Source: an optimization exercise on an open RTL-to-GDS flow (aim: small area). Production flows keep margins and buffers that such runs may drop.
The RTL was checked by simulation tests, not by an equivalence proof against the original design.
Power figures rest on the tool's default switching activity, not on a simulated workload.

Design iic_driver, start of the top module:
module iic_driver #
	(
		parameter	CLKIN_MHz = 100,
		parameter 	IIC_KHz = 1000,
		parameter	TIMEOUT_us = 1,
		parameter	RESTART_DELAY_us = 0
	)
	(
	input 				clk_in,
	input 				rst_n,
	input 				sda_in,
	output				sda_out,
	output				sda_en,
	output				scl,
	input				cmd_en,
	input	[7:0]		addr,
	input	[31:0]		cmd,
	input	[2:0]		cmd_len,
	input				wdata_vld,
	input	[7:0]		wdata,
	input	[7:0]		rd_len,
	output	[7:0]	rdata,
	output				rdata_vld,
	output				cmd_done,
	output	reg 		opt_err
    );
export LEC_CHECK = 0
export CAP_MARGIN = 20
export CORE_MARGIN = 2
export CORE_UTILIZATION = 40
export SLEW_MARGIN = 20
create_clock -name core_clock -period 10.0 [get_ports {clk_in}]
standard.sh (not shown) runs the stock make flow with config.mk's settings and CLKGATE_MAP_FILE= SYNTH_SCRIPT=/design/flow/synth_recipe.tcl, a recipe that flattens the netlist after the stock synthesis.
==> flow/flow/run.sh <==
#!/bin/bash
# The standard layout with these changes:
# - synthesis maps the logic with an area-oriented ABC script (flow/synth.tcl,
#   flow/abc_area.script) and leaves adders to ABC (no ADDER_MAP_FILE)
# - ports are buffered with the smallest buffer
# - CTS uses clkbuf_8 leaf buffers for clusters of at most 18 sinks, clkbuf_4
#   above them, and inserts no dummy loads
set -euo pipefail
here=$(pwd)
export FLOW_WORK=$here
export MY_ABC_SCRIPT=$here/flow/abc_area.script
export BUFFER_PORTS_ARGS="-buffer_cell sky130_fd_sc_hd__buf_1"
export CTS_ARGS='-sink_clustering_enable -repair_clock_nets -dont_use_dummy_load -buf_list {sky130_fd_sc_hd__clkbuf_4 sky130_fd_sc_hd__clkbuf_8} -root_buf sky130_fd_sc_hd__clkbuf_4 -tree_buf sky130_fd_sc_hd__clkbuf_4 -sink_clustering_buffer sky130_fd_sc_hd__clkbuf_8 -sink_clustering_size 18 -sink_clustering_max_diameter 80'
sed "s|SYNTH_SCRIPT=[^ ]*|SYNTH_SCRIPT=$here/flow/synth.tcl|" standard.sh > synth_area.sh
ADDER_MAP_FILE= bash synth_area.sh synth > synth_make.log 2>&1
bash standard.sh > flow_make.log 2>&1
==> flow/flow/abc_area.script <==
strash
&get -n
&deepsyn -J 200 -T 200
&put
dc2
dch -f
amap
strash
dc2
dch -f
amap
topo
==> flow/flow/synth.tcl <==
# The standard synthesis (synth_recipe.tcl), with one change: the final
# technology mapping uses the area-oriented ABC script in MY_ABC_SCRIPT
# instead of ORFS's speed script. Registers are mapped before ABC runs, so
# they are the same as in the standard synthesis.
proc abc {args} {
  set i [lsearch -exact $args -script]
  if {$i >= 0} { lset args [expr {$i + 1}] $::env(MY_ABC_SCRIPT) }
  yosys abc {*}$args
}
source $::env(FLOW_WORK)/synth_recipe.tcl
Next try:
==> flow/flow/run.sh (replaced) <==
#!/bin/bash
# The standard layout with these changes:
# - synthesis maps the logic with an area-oriented ABC script (flow/synth.tcl,
#   flow/abc_area.script) and leaves adders to ABC (no ADDER_MAP_FILE)
# - ports are buffered with the smallest buffer
# - CTS uses clkbuf_8 leaf buffers for clusters of at most 16 sinks, clkbuf_4
#   above them, and inserts no dummy loads
set -euo pipefail
here=$(pwd)
export FLOW_WORK=$here
export MY_ABC_SCRIPT=$here/flow/abc_area.script
export BUFFER_PORTS_ARGS="-buffer_cell sky130_fd_sc_hd__buf_1"
export CTS_ARGS='-sink_clustering_enable -repair_clock_nets -dont_use_dummy_load -buf_list {sky130_fd_sc_hd__clkbuf_4 sky130_fd_sc_hd__clkbuf_8} -root_buf sky130_fd_sc_hd__clkbuf_4 -tree_buf sky130_fd_sc_hd__clkbuf_4 -sink_clustering_buffer sky130_fd_sc_hd__clkbuf_8 -sink_clustering_size 16 -sink_clustering_max_diameter 80'
sed "s|SYNTH_SCRIPT=[^ ]*|SYNTH_SCRIPT=$here/flow/synth.tcl|" standard.sh > synth_area.sh
ADDER_MAP_FILE= bash synth_area.sh synth > synth_make.log 2>&1
bash standard.sh > flow_make.log 2>&1
Effect:
- area after synthesis does not change
- worst setup slack is better by 0.013 ns
- core utilization rose by 0.12 points
- via count fell by 0.81%
- power rose by 1.2%
- sequential cell count does not change
- combinational power hardly moves
- non-clock buffer count does not change
- cell area hardly moves
- first-iteration DRC count rose by 14%

## afterwards: timing with drivers on the ports
The results above use ideal ports. As a check the final layouts listed here were re-extracted and re-timed, cells and wires unchanged.
Step 1: set_driving_cell puts a clkbuf_16 on clk_in and a buf_2 on each other input, an assumption about the parent block.
Step 2 moves the port delays by t, midway between the first and last clock arrival at a register: inputs arrive t later, outputs are due t later. That takes back most of the time a late clock gives input paths.
Three values: ideal, step 1, step 2; two values: the first two.
| run | t, ns | setup WS [ns] | clock arrival spread, ns | slew at the worst register clock pin (ns) | worst slew at a driven data input, ns |
|---|---|---|---|---|---|
| the first run | 0.644 | 4.393 / 4.371 / 4.371 | 0.054 / 0.054 | 0.11 / 0.11 | 0.05 |
| the second run | 0.656 | 4.406 / 4.385 / 4.385 | 0.083 / 0.082 | 0.10 / 0.10 | 0.05 |
After both steps setup and hold are still met in every run listed. For the first run, which loses most, drivers alone change the setup slack by -0.022 ns; drivers and shift together by -0.022 ns.
